From an optimization exercise on the open Yosys and OpenROAD flow, aimed at small area; shortcuts taken in it are not production practice.
In this exercise RTL edits were held to simulation tests only and were not proved equivalent to the original.
Power is estimated from default activity; no workload was simulated.

==> pepper: inputs <==
// axi_cfg_register
module axi_cfg_register #
(
  parameter integer CFG_DATA_WIDTH = 1024,
  parameter integer AXI_DATA_WIDTH = 32,
  parameter integer AXI_ADDR_WIDTH = 16
)
(
  input  wire                        aclk,
  input  wire                        aresetn,
  output wire [CFG_DATA_WIDTH-1:0]   cfg_data,
  input  wire [AXI_ADDR_WIDTH-1:0]   s_axi_awaddr,
  input  wire                        s_axi_awvalid,
  output wire                        s_axi_awready,
  input  wire [AXI_DATA_WIDTH-1:0]   s_axi_wdata,
  input  wire [AXI_DATA_WIDTH/8-1:0] s_axi_wstrb,
  input  wire                        s_axi_wvalid,
  output wire                        s_axi_wready,
  output wire [1:0]                  s_axi_bresp,
  output wire                        s_axi_bvalid,
  input  wire                        s_axi_bready,
  input  wire [AXI_ADDR_WIDTH-1:0]   s_axi_araddr,
  input  wire                        s_axi_arvalid,
  output wire                        s_axi_arready,
  output wire [AXI_DATA_WIDTH-1:0]   s_axi_rdata,
  output wire [1:0]                  s_axi_rresp,
  output wire                        s_axi_rvalid,
  input  wire                        s_axi_rready
);
==> module axi_cfg_register, before the edit <==
module axi_cfg_register #
(
  parameter integer CFG_DATA_WIDTH = 1024,
  parameter integer AXI_DATA_WIDTH = 32,
  parameter integer AXI_ADDR_WIDTH = 16
)
(
  input  wire                        aclk,
  input  wire                        aresetn,
  output wire [CFG_DATA_WIDTH-1:0]   cfg_data,
  input  wire [AXI_ADDR_WIDTH-1:0]   s_axi_awaddr,
  input  wire                        s_axi_awvalid,
  output wire                        s_axi_awready,
  input  wire [AXI_DATA_WIDTH-1:0]   s_axi_wdata,
  input  wire [AXI_DATA_WIDTH/8-1:0] s_axi_wstrb,
  input  wire                        s_axi_wvalid,
  output wire                        s_axi_wready,
  output wire [1:0]                  s_axi_bresp,
  output wire                        s_axi_bvalid,
  input  wire                        s_axi_bready,
  input  wire [AXI_ADDR_WIDTH-1:0]   s_axi_araddr,
  input  wire                        s_axi_arvalid,
  output wire                        s_axi_arready,
  output wire [AXI_DATA_WIDTH-1:0]   s_axi_rdata,
  output wire [1:0]                  s_axi_rresp,
  output wire                        s_axi_rvalid,
  input  wire                        s_axi_rready
);
  wire int_wvalid_wire = s_axi_awvalid & s_axi_wvalid;
  wire [31:0] wdat = s_axi_wdata & {32{aresetn}};
  reg [1023:0] cfg_q;
  reg [31:0]   rdata_q;
  reg          int_bvalid_reg, int_rvalid_reg;
  reg  [3:0]  wpa;
  reg  [7:0]  wpb;
  wire [31:0] xn;
  wire [3:0]  yn = ~s_axi_wstrb & {4{aresetn}};
  wire [127:0] wen;
  integer j;
  always @*
  begin
    for (j = 0; j < 4; j = j + 1)
      wpa[j] = int_wvalid_wire & (s_axi_awaddr[6:5] == j);
    for (j = 0; j < 8; j = j + 1)
      wpb[j] = (s_axi_awaddr[4:2] == j);
  end
  genvar w, b;
  generate
    for (w = 0; w < 32; w = w + 1)
    begin : WORDS
      cfg_aoi21 ux (.a1(wpa[w/8]), .a2(wpb[w%8]), .b(~aresetn), .y(xn[w]));
      for (b = 0; b < 4; b = b + 1)
      begin : BYTES
        cfg_nor2 u (.a(xn[w]), .b(yn[b]), .y(wen[4*w+b]));
        always @(posedge aclk)
          if (wen[4*w+b])
            cfg_q[32*w+8*b +: 8] <= wdat[8*b +: 8];
      end
    end
  endgenerate
  reg  [3:0]  nrpa;
  reg  [7:0]  nrpb;
  wire [31:0] rsel;
  integer r;
  always @*
  begin
    for (r = 0; r < 4; r = r + 1)
      nrpa[r] = ~(aresetn & (s_axi_araddr[6:5] == r));
    for (r = 0; r < 8; r = r + 1)
      nrpb[r] = ~(s_axi_araddr[4:2] == r);
  end
  genvar t;
  generate
    for (t = 0; t < 32; t = t + 1)
    begin : RSEL
      cfg_nor2 u (.a(nrpa[t/8]), .b(nrpb[t%8]), .y(rsel[t]));
    end
  endgenerate
  wire [31:0] rd_word;
  genvar k;
  generate
    for (k = 0; k < 32; k = k + 1)
    begin : RMUX
      wire [9:0] n;
      wire [3:0] p;
      genvar g;
      for (g = 0; g < 10; g = g + 1)
      begin : AOI
        cfg_aoi222 u (
          .a1(cfg_q[32*(3*g)+k]),   .a2(rsel[3*g]),
          .b1(cfg_q[32*(3*g+1)+k]), .b2(rsel[3*g+1]),
          .c1(cfg_q[32*(3*g+2)+k]), .c2(rsel[3*g+2]),
          .y(n[g])
        );
      end
      cfg_nand4 u11 (.a(n[0]), .b(n[1]), .c(n[2]), .d(n[3]), .y(p[0]));
      cfg_nand4 u12 (.a(n[4]), .b(n[5]), .c(n[6]), .d(n[7]), .y(p[1]));
      cfg_nand2 u13 (.a(n[8]), .b(n[9]), .y(p[2]));
      cfg_ao221 u14 (
        .a1(cfg_q[32*30+k]), .a2(rsel[30]),
        .b1(cfg_q[32*31+k]), .b2(rsel[31]),
        .c(p[2]),
        .y(p[3])
      );
      cfg_or3   u15 (.a(p[0]), .b(p[1]), .c(p[3]), .y(rd_word[k]));
    end
  endgenerate
  always @(posedge aclk)
    if (s_axi_arvalid | ~aresetn)
      rdata_q <= rd_word;
  always @(posedge aclk)
  begin
    if (~aresetn)
    begin
      int_bvalid_reg <= 1'b0;
      int_rvalid_reg <= 1'b0;
    end
    else
    begin
      int_bvalid_reg <= (int_wvalid_wire | int_bvalid_reg) & ~(s_axi_bready & int_bvalid_reg);
      int_rvalid_reg <= (s_axi_arvalid | int_rvalid_reg) & ~(s_axi_rready & int_rvalid_reg);
    end
  end
  assign cfg_data = cfg_q;
  assign s_axi_bresp = 2'd0;
  assign s_axi_rresp = 2'd0;
  assign s_axi_awready = int_wvalid_wire;
  assign s_axi_wready = int_wvalid_wire;
  assign s_axi_bvalid = int_bvalid_reg;
  assign s_axi_arready = 1'b1;
  assign s_axi_rdata = rdata_q;
  assign s_axi_rvalid = int_rvalid_reg;
endmodule
==> module cfg_ao221, before the edit <==
module cfg_ao221 (
  input  wire a1, a2, b1, b2, c,
  output wire y
);
  assign y = (a1 & a2) | (b1 & b2) | c;
endmodule
==> module cfg_nand2, before the edit <==
module cfg_nand2 (
  input  wire a, b,
  output wire y
);
  assign y = ~(a & b);
endmodule
==> module cfg_nor2, before the edit <==
module cfg_nor2 (
  input  wire a, b,
  output wire y
);
  assign y = ~(a | b);
endmodule
==> module cfg_aoi21, before the edit <==
module cfg_aoi21 (
  input  wire a1, a2, b,
  output wire y
);
  assign y = ~((a1 & a2) | b);
endmodule
clock: 5.0 ns
lec_check: 0
cap_margin: 10
core_area: 3 3 657 117
die_area: 0 0 660 120
gpl_timing_driven: 0
place_density: 0.75
slew_margin: 10
synth_hierarchical: 1
synth_minimum_keep_size: 0
standard.sh (not shown) runs the stock make flow with config.mk's settings and CLKGATE_MAP_FILE= SYNTH_SCRIPT=/design/flow/synth_recipe.tcl, a recipe that flattens the netlist after the stock synthesis.
==> flow/flow/run.sh <==
#!/bin/bash
# Standard layout, with plain minimum-size buffers on the ports and a
# clock tree of mid-size clock buffers driving small leaf clusters.
set -euo pipefail
export BUFFER_PORTS_ARGS="-buffer_cell sky130_fd_sc_hd__buf_1"
export CTS_ARGS="-sink_clustering_enable -repair_clock_nets -sink_clustering_size 12 -sink_clustering_max_diameter 50 -buf_list sky130_fd_sc_hd__clkbuf_8"
export RECOVER_POWER=100
bash standard.sh > standard.log 2>&1
==> zinc (differences from pepper) <==
--- a/flow/design.v
+++ b/flow/design.v
@@ -33,58 +33,24 @@
   reg [1023:0] cfg_q;
   reg [31:0]   rdata_q;
   reg          int_bvalid_reg, int_rvalid_reg;
-  reg  [3:0]  wpa;
-  reg  [7:0]  wpb;
-  wire [31:0] xn;
-  wire [3:0]  yn = ~s_axi_wstrb & {4{aresetn}};
-  wire [127:0] wen;
-  integer j;
-  always @*
-  begin
-    for (j = 0; j < 4; j = j + 1)
-      wpa[j] = int_wvalid_wire & (s_axi_awaddr[6:5] == j);
-    for (j = 0; j < 8; j = j + 1)
-      wpb[j] = (s_axi_awaddr[4:2] == j);
-  end
-  genvar w, b;
-  generate
-    for (w = 0; w < 32; w = w + 1)
-    begin : WORDS
-      cfg_aoi21 ux (.a1(wpa[w/8]), .a2(wpb[w%8]), .b(~aresetn), .y(xn[w]));
+  integer j, b;
+  always @(posedge aclk)
+    for (j = 0; j < 32; j = j + 1)
       for (b = 0; b < 4; b = b + 1)
-      begin : BYTES
-        cfg_nor2 u (.a(xn[w]), .b(yn[b]), .y(wen[4*w+b]));
-        always @(posedge aclk)
-          if (wen[4*w+b])
-            cfg_q[32*w+8*b +: 8] <= wdat[8*b +: 8];
-      end
-    end
-  endgenerate
-  reg  [3:0]  nrpa;
-  reg  [7:0]  nrpb;
-  wire [31:0] rsel;
+        if (~aresetn | (int_wvalid_wire & s_axi_wstrb[b] & (s_axi_awaddr[6:2] == j)))
+          cfg_q[32*j+8*b +: 8] <= wdat[8*b +: 8];
+  reg [31:0] rsel;
   integer r;
   always @*
-  begin
-    for (r = 0; r < 4; r = r + 1)
-      nrpa[r] = ~(aresetn & (s_axi_araddr[6:5] == r));
-    for (r = 0; r < 8; r = r + 1)
-      nrpb[r] = ~(s_axi_araddr[4:2] == r);
-  end
-  genvar t;
-  generate
-    for (t = 0; t < 32; t = t + 1)
-    begin : RSEL
-      cfg_nor2 u (.a(nrpa[t/8]), .b(nrpb[t%8]), .y(rsel[t]));
-    end
-  endgenerate
+    for (r = 0; r < 32; r = r + 1)
+      rsel[r] = aresetn & (s_axi_araddr[6:2] == r);
   wire [31:0] rd_word;
   genvar k;
   generate
     for (k = 0; k < 32; k = k + 1)
     begin : RMUX
-      wire [9:0] n;
-      wire [3:0] p;
+      wire [10:0] n;
+      wire [2:0]  p;
       genvar g;
       for (g = 0; g < 10; g = g + 1)
       begin : AOI
@@ -95,16 +61,15 @@
           .y(n[g])
         );
       end
+      cfg_aoi22 u10 (
+        .a1(cfg_q[32*30+k]), .a2(rsel[30]),
+        .b1(cfg_q[32*31+k]), .b2(rsel[31]),
+        .y(n[10])
+      );
       cfg_nand4 u11 (.a(n[0]), .b(n[1]), .c(n[2]), .d(n[3]), .y(p[0]));
       cfg_nand4 u12 (.a(n[4]), .b(n[5]), .c(n[6]), .d(n[7]), .y(p[1]));
-      cfg_nand2 u13 (.a(n[8]), .b(n[9]), .y(p[2]));
-      cfg_ao221 u14 (
-        .a1(cfg_q[32*30+k]), .a2(rsel[30]),
-        .b1(cfg_q[32*31+k]), .b2(rsel[31]),
-        .c(p[2]),
-        .y(p[3])
-      );
-      cfg_or3   u15 (.a(p[0]), .b(p[1]), .c(p[3]), .y(rd_word[k]));
+      cfg_nand3 u13 (.a(n[8]), .b(n[9]), .c(n[10]), .y(p[2]));
+      cfg_or3   u14 (.a(p[0]), .b(p[1]), .c(p[2]), .y(rd_word[k]));
     end
   endgenerate
   always @(posedge aclk)
@@ -139,11 +104,11 @@
 );
   assign y = ~((a1 & a2) | (b1 & b2) | (c1 & c2));
 endmodule
-module cfg_ao221 (
-  input  wire a1, a2, b1, b2, c,
+module cfg_aoi22 (
+  input  wire a1, a2, b1, b2,
   output wire y
 );
-  assign y = (a1 & a2) | (b1 & b2) | c;
+  assign y = ~((a1 & a2) | (b1 & b2));
 endmodule
 module cfg_nand4 (
   input  wire a, b, c, d,
@@ -151,11 +116,11 @@
 );
   assign y = ~(a & b & c & d);
 endmodule
-module cfg_nand2 (
-  input  wire a, b,
+module cfg_nand3 (
+  input  wire a, b, c,
   output wire y
 );
-  assign y = ~(a & b);
+  assign y = ~(a & b & c);
 endmodule
 module cfg_or3 (
   input  wire a, b, c,
@@ -163,15 +128,3 @@
 );
   assign y = a | b | c;
 endmodule
-module cfg_nor2 (
-  input  wire a, b,
-  output wire y
-);
-  assign y = ~(a | b);
-endmodule
-module cfg_aoi21 (
-  input  wire a1, a2, b,
-  output wire y
-);
-  assign y = ~((a1 & a2) | b);
-endmodule
==> flow/run.sh (new file) <==
#!/bin/bash
# synth_recipe.tcl (not shown) runs the flow's synth.tcl, then flattens the netlist and writes it again
# the make line also repeats each setting of config.mk as NAME=value (left out here)
make -C /OpenROAD-flow-scripts/flow DESIGN_CONFIG=/design/flow/config.mk WORK_HOME=/design/flow/orfs CLKGATE_MAP_FILE= SYNTH_SCRIPT=/design/flow/synth_recipe.tcl finish
==> flow/config.mk (replaced) <==
export PLATFORM = sky130hd
export DESIGN_NAME = axi_cfg_register
export DESIGN_NICKNAME = axi_cfg_register
export VERILOG_FILES = /design/flow/design.v
export SDC_FILE = /design/flow/constraint.sdc
export NUM_CORES = 4
export LEC_CHECK = 0
export CAP_MARGIN = 20
export CORE_MARGIN = 2
export CORE_UTILIZATION = 40
export SLEW_MARGIN = 20
export SYNTH_HIERARCHICAL = 1
export SYNTH_MINIMUM_KEEP_SIZE = 0
removed: flow/flow/run.sh
removed: flow/standard.sh
==> comparison <==
- Of zinc and pepper, zinc has the higher area after synthesis (gap 1.3%, measured against pepper).
- Against zinc, the synthesized cell count of pepper is lower by 1.8%.
- pepper ran to the end with violations: max-capacitance violations, max-slew violations. zinc never finished: it broke off in 3_2_place_iop.

==> inputs of run C <==
==> flow/design.v <==
`timescale 1 ns / 1 ps
`timescale 1 ns / 1 ps
module axi_cfg_register #
(
  parameter integer CFG_DATA_WIDTH = 1024,
  parameter integer AXI_DATA_WIDTH = 32,
  parameter integer AXI_ADDR_WIDTH = 16
)
(
  input  wire                        aclk,
  input  wire                        aresetn,
  output wire [CFG_DATA_WIDTH-1:0]   cfg_data,
  input  wire [AXI_ADDR_WIDTH-1:0]   s_axi_awaddr,
  input  wire                        s_axi_awvalid,
  output wire                        s_axi_awready,
  input  wire [AXI_DATA_WIDTH-1:0]   s_axi_wdata,
  input  wire [AXI_DATA_WIDTH/8-1:0] s_axi_wstrb,
  input  wire                        s_axi_wvalid,
  output wire                        s_axi_wready,
  output wire [1:0]                  s_axi_bresp,
  output wire                        s_axi_bvalid,
  input  wire                        s_axi_bready,
  input  wire [AXI_ADDR_WIDTH-1:0]   s_axi_araddr,
  input  wire                        s_axi_arvalid,
  output wire                        s_axi_arready,
  output wire [AXI_DATA_WIDTH-1:0]   s_axi_rdata,
  output wire [1:0]                  s_axi_rresp,
  output wire                        s_axi_rvalid,
  input  wire                        s_axi_rready
);
  wire int_wvalid_wire = s_axi_awvalid & s_axi_wvalid;
  wire [31:0] wdat = s_axi_wdata & {32{aresetn}};
  reg [1023:0] cfg_q;
  reg [31:0]   rdata_q;
  reg          int_bvalid_reg, int_rvalid_reg;
  reg  [3:0]  wpa;
  reg  [7:0]  wpb;
  wire [31:0] xn;
  wire [3:0]  yn = ~s_axi_wstrb & {4{aresetn}};
  wire [127:0] wen;
  integer j;
  always @*
  begin
    for (j = 0; j < 4; j = j + 1)
      wpa[j] = int_wvalid_wire & (s_axi_awaddr[6:5] == j);
    for (j = 0; j < 8; j = j + 1)
      wpb[j] = (s_axi_awaddr[4:2] == j);
  end
  genvar w, b;
  generate
    for (w = 0; w < 32; w = w + 1)
    begin : WORDS
      cfg_aoi21 ux (.a1(wpa[w/8]), .a2(wpb[w%8]), .b(~aresetn), .y(xn[w]));
      for (b = 0; b < 4; b = b + 1)
      begin : BYTES
        cfg_nor2 u (.a(xn[w]), .b(yn[b]), .y(wen[4*w+b]));
        always @(posedge aclk)
          if (wen[4*w+b])
            cfg_q[32*w+8*b +: 8] <= wdat[8*b +: 8];
      end
    end
  endgenerate
  reg  [3:0]  nrpa;
  reg  [7:0]  nrpb;
  wire [31:0] rsel;
  integer r;
  always @*
  begin
    for (r = 0; r < 4; r = r + 1)
      nrpa[r] = ~(aresetn & (s_axi_araddr[6:5] == r));
    for (r = 0; r < 8; r = r + 1)
      nrpb[r] = ~(s_axi_araddr[4:2] == r);
  end
  genvar t;
  generate
    for (t = 0; t < 32; t = t + 1)
    begin : RSEL
      cfg_nor2 u (.a(nrpa[t/8]), .b(nrpb[t%8]), .y(rsel[t]));
    end
  endgenerate
  wire [31:0] rd_word;
  genvar k;
  generate
    for (k = 0; k < 32; k = k + 1)
    begin : RMUX
      wire [9:0] n;
      wire [3:0] p;
      genvar g;
      for (g = 0; g < 10; g = g + 1)
      begin : AOI
        cfg_aoi222 u (
          .a1(cfg_q[32*(3*g)+k]),   .a2(rsel[3*g]),
          .b1(cfg_q[32*(3*g+1)+k]), .b2(rsel[3*g+1]),
          .c1(cfg_q[32*(3*g+2)+k]), .c2(rsel[3*g+2]),
          .y(n[g])
        );
      end
      cfg_nand4 u11 (.a(n[0]), .b(n[1]), .c(n[2]), .d(n[3]), .y(p[0]));
      cfg_nand4 u12 (.a(n[4]), .b(n[5]), .c(n[6]), .d(n[7]), .y(p[1]));
      cfg_nand2 u13 (.a(n[8]), .b(n[9]), .y(p[2]));
      cfg_ao221 u14 (
        .a1(cfg_q[32*30+k]), .a2(rsel[30]),
        .b1(cfg_q[32*31+k]), .b2(rsel[31]),
        .c(p[2]),
        .y(p[3])
      );
      cfg_or3   u15 (.a(p[0]), .b(p[1]), .c(p[3]), .y(rd_word[k]));
    end
  endgenerate
  always @(posedge aclk)
    if (s_axi_arvalid | ~aresetn)
      rdata_q <= rd_word;
  always @(posedge aclk)
  begin
    if (~aresetn)
    begin
      int_bvalid_reg <= 1'b0;
      int_rvalid_reg <= 1'b0;
    end
    else
    begin
      int_bvalid_reg <= (int_wvalid_wire | int_bvalid_reg) & ~(s_axi_bready & int_bvalid_reg);
      int_rvalid_reg <= (s_axi_arvalid | int_rvalid_reg) & ~(s_axi_rready & int_rvalid_reg);
    end
  end
  assign cfg_data = cfg_q;
  assign s_axi_bresp = 2'd0;
  assign s_axi_rresp = 2'd0;
  assign s_axi_awready = int_wvalid_wire;
  assign s_axi_wready = int_wvalid_wire;
  assign s_axi_bvalid = int_bvalid_reg;
  assign s_axi_arready = 1'b1;
  assign s_axi_rdata = rdata_q;
  assign s_axi_rvalid = int_rvalid_reg;
endmodule
module cfg_aoi222 (
  input  wire a1, a2, b1, b2, c1, c2,
  output wire y
);
  assign y = ~((a1 & a2) | (b1 & b2) | (c1 & c2));
endmodule
module cfg_ao221 (
  input  wire a1, a2, b1, b2, c,
  output wire y
);
  assign y = (a1 & a2) | (b1 & b2) | c;
endmodule
module cfg_nand4 (
  input  wire a, b, c, d,
  output wire y
);
  assign y = ~(a & b & c & d);
endmodule
module cfg_nand2 (
  input  wire a, b,
  output wire y
);
  assign y = ~(a & b);
endmodule
module cfg_or3 (
  input  wire a, b, c,
  output wire y
);
  assign y = a | b | c;
endmodule
module cfg_nor2 (
  input  wire a, b,
  output wire y
);
  assign y = ~(a | b);
endmodule
module cfg_aoi21 (
  input  wire a1, a2, b,
  output wire y
);
  assign y = ~((a1 & a2) | b);
endmodule
==> flow/flow/run.sh <==
#!/bin/bash
# The standard layout (the standard.sh, standard synthesis unchanged),
# with: plain minimum-size buffers on the ports; a clock tree of mid-size
# clock buffers driving small leaf clusters; and, after the placement
# repair, a pass (flow/downsize.tcl) that gives over-sized cells the
# weakest drive that keeps slews, capacitances and setup slack within
# margins. Each step's log is in orfs/logs/, make's output in standard.log.
set -euo pipefail
export BUFFER_PORTS_ARGS="-buffer_cell sky130_fd_sc_hd__buf_1"
export CTS_ARGS="-sink_clustering_enable -repair_clock_nets -sink_clustering_size 12 -sink_clustering_max_diameter 50 -buf_list sky130_fd_sc_hd__clkbuf_8"
export POST_RESIZE_TCL="$PWD/flow/downsize.tcl"
bash standard.sh > standard.log 2>&1
==> flow/flow/downsize.tcl <==
# Downsize over-sized logic cells and repair buffers: try each weaker
# drive strength of the same cell and keep the weakest one for which every
# pin of the nets it drives keeps its slew at or under a margin below the
# library limit, no capacitance limit is broken, and setup slack stays.
proc ds_slew_ok { inst lim } {
  foreach p [get_pins -of_objects $inst -filter "direction==output"] {
    set net [get_nets -of_objects $p]
    if {$net eq ""} continue
    foreach q [get_pins -of_objects $net] {
      set s [get_property $q slew_max]
      if {$s eq "" } continue
      if {$s > $lim} { return 0 }
    }
  }
  return 1
}
proc ds_run { } {
  set lim 0.8
  estimate_parasitics -placement
  set caps0 [sta::max_capacitance_violation_count]
  set slews0 [sta::max_slew_violation_count]
  set wns0 [sta::worst_slack -max]
  set saved 0.0
  set cands {}
  foreach inst [get_cells *] {
    set ref [get_property $inst ref_name]
    if {![regexp {^(sky130_fd_sc_hd__(buf|nor2|nand2|and2|or2|nor3|nand3|a22oi|o21ai|a21oi|inv|nor2b|nand2b|and3|or3|nand4|nor4|o31a))_(\d+)$} $ref -> base kind drv]} continue
    if {$drv < 2} continue
    set name [get_full_name $inst]
    if {[string match input* $name] || [string match output* $name]} continue
    lappend cands [list $inst $base $drv $ref]
  }
  puts "downsize: [llength $cands] candidates, slew/cap violations $slews0/$caps0, wns $wns0"
  foreach c $cands {
    lassign $c inst base drv ref
    set a0 [get_property [get_lib_cells */$ref] area]
    foreach d {1 2 4 6 8 12} {
      if {$d >= $drv} break
      set lc [get_lib_cells -quiet */${base}_$d]
      if {$lc eq ""} continue
      if {[info exists ::env(DONT_USE_CELLS)] && \
          [lsearch -exact $::env(DONT_USE_CELLS) ${base}_$d] >= 0} continue
      replace_cell $inst ${base}_$d
      estimate_parasitics -placement
      if {[ds_slew_ok $inst $lim] && [sta::max_capacitance_violation_count] <= $caps0 \
          && [sta::max_slew_violation_count] <= $slews0 && [sta::worst_slack -max] > 0.3} {
        set saved [expr {$saved + $a0 - [get_property $lc area]}]
        break
      }
      replace_cell $inst $ref
    }
  }
  estimate_parasitics -placement
  puts "downsize: saved $saved um2, slew/cap violations [sta::max_slew_violation_count]/[sta::max_capacitance_violation_count], wns [sta::worst_slack -max]"
}
ds_run
==> flow/standard.sh <==
#!/bin/bash
# synth_recipe.tcl (not shown) runs the flow's synth.tcl, then flattens the netlist and writes it again
# the make line also repeats each setting of config.mk as NAME=value (left out here)
make -C /OpenROAD-flow-scripts/flow DESIGN_CONFIG=/design/flow/config.mk WORK_HOME=/design/flow/orfs CLKGATE_MAP_FILE= SYNTH_SCRIPT=/design/flow/synth_recipe.tcl "${@:-finish}"
==> flow/config.mk <==
export PLATFORM = sky130hd
export DESIGN_NAME = axi_cfg_register
export DESIGN_NICKNAME = axi_cfg_register
export VERILOG_FILES = /design/flow/design.v
export SDC_FILE = /design/flow/constraint.sdc
export NUM_CORES = 4
export LEC_CHECK = 0
export CAP_MARGIN = 20
export CORE_AREA = 3 3 657 117
export DIE_AREA = 0 0 660 120
export GPL_TIMING_DRIVEN = 0
export PLACE_DENSITY = 0.75
export SLEW_MARGIN = 20
export SYNTH_HIERARCHICAL = 1
export SYNTH_MINIMUM_KEEP_SIZE = 0
==> flow/constraint.sdc <==
create_clock -name core_clock -period 5.0 [get_ports {aclk}]
set_input_delay 1.0000 -clock core_clock [delete_from_list [all_inputs] [get_ports {aclk}]]
set_output_delay 1.0000 -clock core_clock [all_outputs]
set_load 0.01 [all_outputs]
==> run E: changes against run C <==
==> flow/design.v, changed modules only <==
module axi_cfg_register #
(
  parameter integer CFG_DATA_WIDTH = 1024,
  parameter integer AXI_DATA_WIDTH = 32,
  parameter integer AXI_ADDR_WIDTH = 16
)
(
  input  wire                        aclk,
  input  wire                        aresetn,
  output wire [CFG_DATA_WIDTH-1:0]   cfg_data,
  input  wire [AXI_ADDR_WIDTH-1:0]   s_axi_awaddr,
  input  wire                        s_axi_awvalid,
  output wire                        s_axi_awready,
  input  wire [AXI_DATA_WIDTH-1:0]   s_axi_wdata,
  input  wire [AXI_DATA_WIDTH/8-1:0] s_axi_wstrb,
  input  wire                        s_axi_wvalid,
  output wire                        s_axi_wready,
  output wire [1:0]                  s_axi_bresp,
  output wire                        s_axi_bvalid,
  input  wire                        s_axi_bready,
  input  wire [AXI_ADDR_WIDTH-1:0]   s_axi_araddr,
  input  wire                        s_axi_arvalid,
  output wire                        s_axi_arready,
  output wire [AXI_DATA_WIDTH-1:0]   s_axi_rdata,
  output wire [1:0]                  s_axi_rresp,
  output wire                        s_axi_rvalid,
  input  wire                        s_axi_rready
);
  wire int_wvalid_wire = s_axi_awvalid & s_axi_wvalid;
  wire [31:0] wdat = s_axi_wdata & {32{aresetn}};
  reg [1023:0] cfg_q;
  reg [31:0]   rdata_q;
  reg          int_bvalid_reg, int_rvalid_reg;
  reg  [31:0] xn;
  wire [3:0]  yn = ~s_axi_wstrb & {4{aresetn}};
  wire [127:0] wen;
  integer j;
  always @*
    for (j = 0; j < 32; j = j + 1)
      xn[j] = aresetn & ~(int_wvalid_wire & (s_axi_awaddr[6:2] == j));
  genvar w, b;
  generate
    for (w = 0; w < 32; w = w + 1)
    begin : WORDS
      for (b = 0; b < 4; b = b + 1)
      begin : BYTES
        cfg_nor2 u (.a(xn[w]), .b(yn[b]), .y(wen[4*w+b]));
        always @(posedge aclk)
          if (wen[4*w+b])
            cfg_q[32*w+8*b +: 8] <= wdat[8*b +: 8];
      end
    end
  endgenerate
  reg [31:0] rsel;
  integer r;
  always @*
    for (r = 0; r < 32; r = r + 1)
      rsel[r] = aresetn & (s_axi_araddr[6:2] == r);
  wire [31:0] rd_word;
  genvar k;
  generate
    for (k = 0; k < 32; k = k + 1)
    begin : RMUX
      wire [10:0] n;
      wire [2:0]  p;
      genvar g;
      for (g = 0; g < 10; g = g + 1)
      begin : AOI
        cfg_aoi222 u (
          .a1(cfg_q[32*(3*g)+k]),   .a2(rsel[3*g]),
          .b1(cfg_q[32*(3*g+1)+k]), .b2(rsel[3*g+1]),
          .c1(cfg_q[32*(3*g+2)+k]), .c2(rsel[3*g+2]),
          .y(n[g])
        );
      end
      cfg_aoi22 u10 (
        .a1(cfg_q[32*30+k]), .a2(rsel[30]),
        .b1(cfg_q[32*31+k]), .b2(rsel[31]),
        .y(n[10])
      );
      cfg_nand4 u11 (.a(n[0]), .b(n[1]), .c(n[2]), .d(n[3]), .y(p[0]));
      cfg_nand4 u12 (.a(n[4]), .b(n[5]), .c(n[6]), .d(n[7]), .y(p[1]));
      cfg_nand3 u13 (.a(n[8]), .b(n[9]), .c(n[10]), .y(p[2]));
      cfg_or3   u14 (.a(p[0]), .b(p[1]), .c(p[2]), .y(rd_word[k]));
    end
  endgenerate
  always @(posedge aclk)
    if (s_axi_arvalid | ~aresetn)
      rdata_q <= rd_word;
  always @(posedge aclk)
  begin
    if (~aresetn)
    begin
      int_bvalid_reg <= 1'b0;
      int_rvalid_reg <= 1'b0;
    end
    else
    begin
      int_bvalid_reg <= (int_wvalid_wire | int_bvalid_reg) & ~(s_axi_bready & int_bvalid_reg);
      int_rvalid_reg <= (s_axi_arvalid | int_rvalid_reg) & ~(s_axi_rready & int_rvalid_reg);
    end
  end
  assign cfg_data = cfg_q;
  assign s_axi_bresp = 2'd0;
  assign s_axi_rresp = 2'd0;
  assign s_axi_awready = int_wvalid_wire;
  assign s_axi_wready = int_wvalid_wire;
  assign s_axi_bvalid = int_bvalid_reg;
  assign s_axi_arready = 1'b1;
  assign s_axi_rdata = rdata_q;
  assign s_axi_rvalid = int_rvalid_reg;
endmodule
module cfg_aoi22 (
  input  wire a1, a2, b1, b2,
  output wire y
);
  assign y = ~((a1 & a2) | (b1 & b2));
endmodule
module cfg_nand3 (
  input  wire a, b, c,
  output wire y
);
  assign y = ~(a & b & c);
endmodule
// module cfg_ao221 removed
// module cfg_nand2 removed
// module cfg_aoi21 removed
==> flow/flow/run.sh (replaced) <==
#!/bin/bash
# Standard layout, with plain minimum-size buffers on the ports and a
# clock tree of mid-size clock buffers driving small leaf clusters.
set -euo pipefail
export BUFFER_PORTS_ARGS="-buffer_cell sky130_fd_sc_hd__buf_1"
export CTS_ARGS="-sink_clustering_enable -repair_clock_nets -sink_clustering_size 12 -sink_clustering_max_diameter 50 -buf_list sky130_fd_sc_hd__clkbuf_8"
bash standard.sh > standard.log 2>&1
removed: flow/flow/downsize.tcl
==> run summary <==
Run status: run C complete, no violations; run E complete, no violations
Maximum frequency from static timing analysis: run C 0.228 GHz; run E 0.249 GHz
Total Power Consumption: run C 18.2 mW; run E 18.3 mW
Worst-path cell with the longest stage delay: run C sky130_fd_sc_hd__nand4_1; run E sky130_fd_sc_hd__clkbuf_1
Clk network pwr share: run C 0.269; run E 0.268
Internal power component: run C 12.9 mW; run E 13.0 mW
Area occupied by multi-input gates: run C 5810 um2; run E 6020 um2
Share of post-route cells with drive strength above 1: run C 0.0821; run E 0.0839
Fraction of met2 tracks used by global routing: run C 0.588; run E 0.589
Synth Instances: run C 1815; run E 1823
Distinct cells, synth: run C 28; run E 24
Worst Setup Slack post-DPL: run C 0.263 ns; run E 0.541 ns
Fill count: run C 5243; run E 5179
Power density over the cells: run C 407 nW/um2; run E 402 nW/um2
Met3 Wirelength: run C 37200 um; run E 37800 um
Maximum number of pins on one net before global-route repair: run C 40; run E 33
Startpoint of the worst hold path: run C int_bvalid_reg; run E s_axi_rready
Average cell area after synthesis: run C 20.6 um2; run E 20.6 um2
Share of cell area taken by multi-input logic gates: run C 0.130; run E 0.132
Sequential group share of total power: run C 0.615; run E 0.614
Clock distribution area overhead in the final layout: run C 0.0331; run E 0.0317
Met1 global-route usage: run C 0.498; run E 0.531
Non-clock buffer total of the final layout: run C 1161; run E 1172
Worst R2R Start: run C cfg_q[2]; run E cfg_q[298]
Wire length on met1: run C 50400 um; run E 55600 um
Min-Delay Path Class: run C register to register; run E primary input to register
Number of instances in the placed design: run C 3978; run E 3983

[re-timing with driven ports]
Ports are ideal in the flow. The routed layouts listed here were re-timed in OpenROAD. Step 1 assumes that a clkbuf_16 drives the clock port and a buf_2 every other input. Step 2, shift: input delay + t, output delay - t, t = (earliest + latest rising clock arrival at the registers) / 2. This alone moves slack from input paths to output paths. Slacks: ideal ports / drivers / drivers and shift; pairs: ideal ports / drivers.
run	t, ns	slack for setup (ns)	hold WS [ns]	cell pins on the clock port's net
pepper	0.830	0.169 / 0.170 / -0.659	0.517 / 0.478 / 0.520	1
run C	0.809	0.623 / 0.648 / -0.161	0.514 / 0.514 / 0.514	1
run E	0.803	0.987 / 0.966 / 0.163	0.486 / 0.475 / 0.518	1
The setup slack of pepper, which loses most, moves by +0.001 ns with the drivers and by -0.828 ns with both steps.
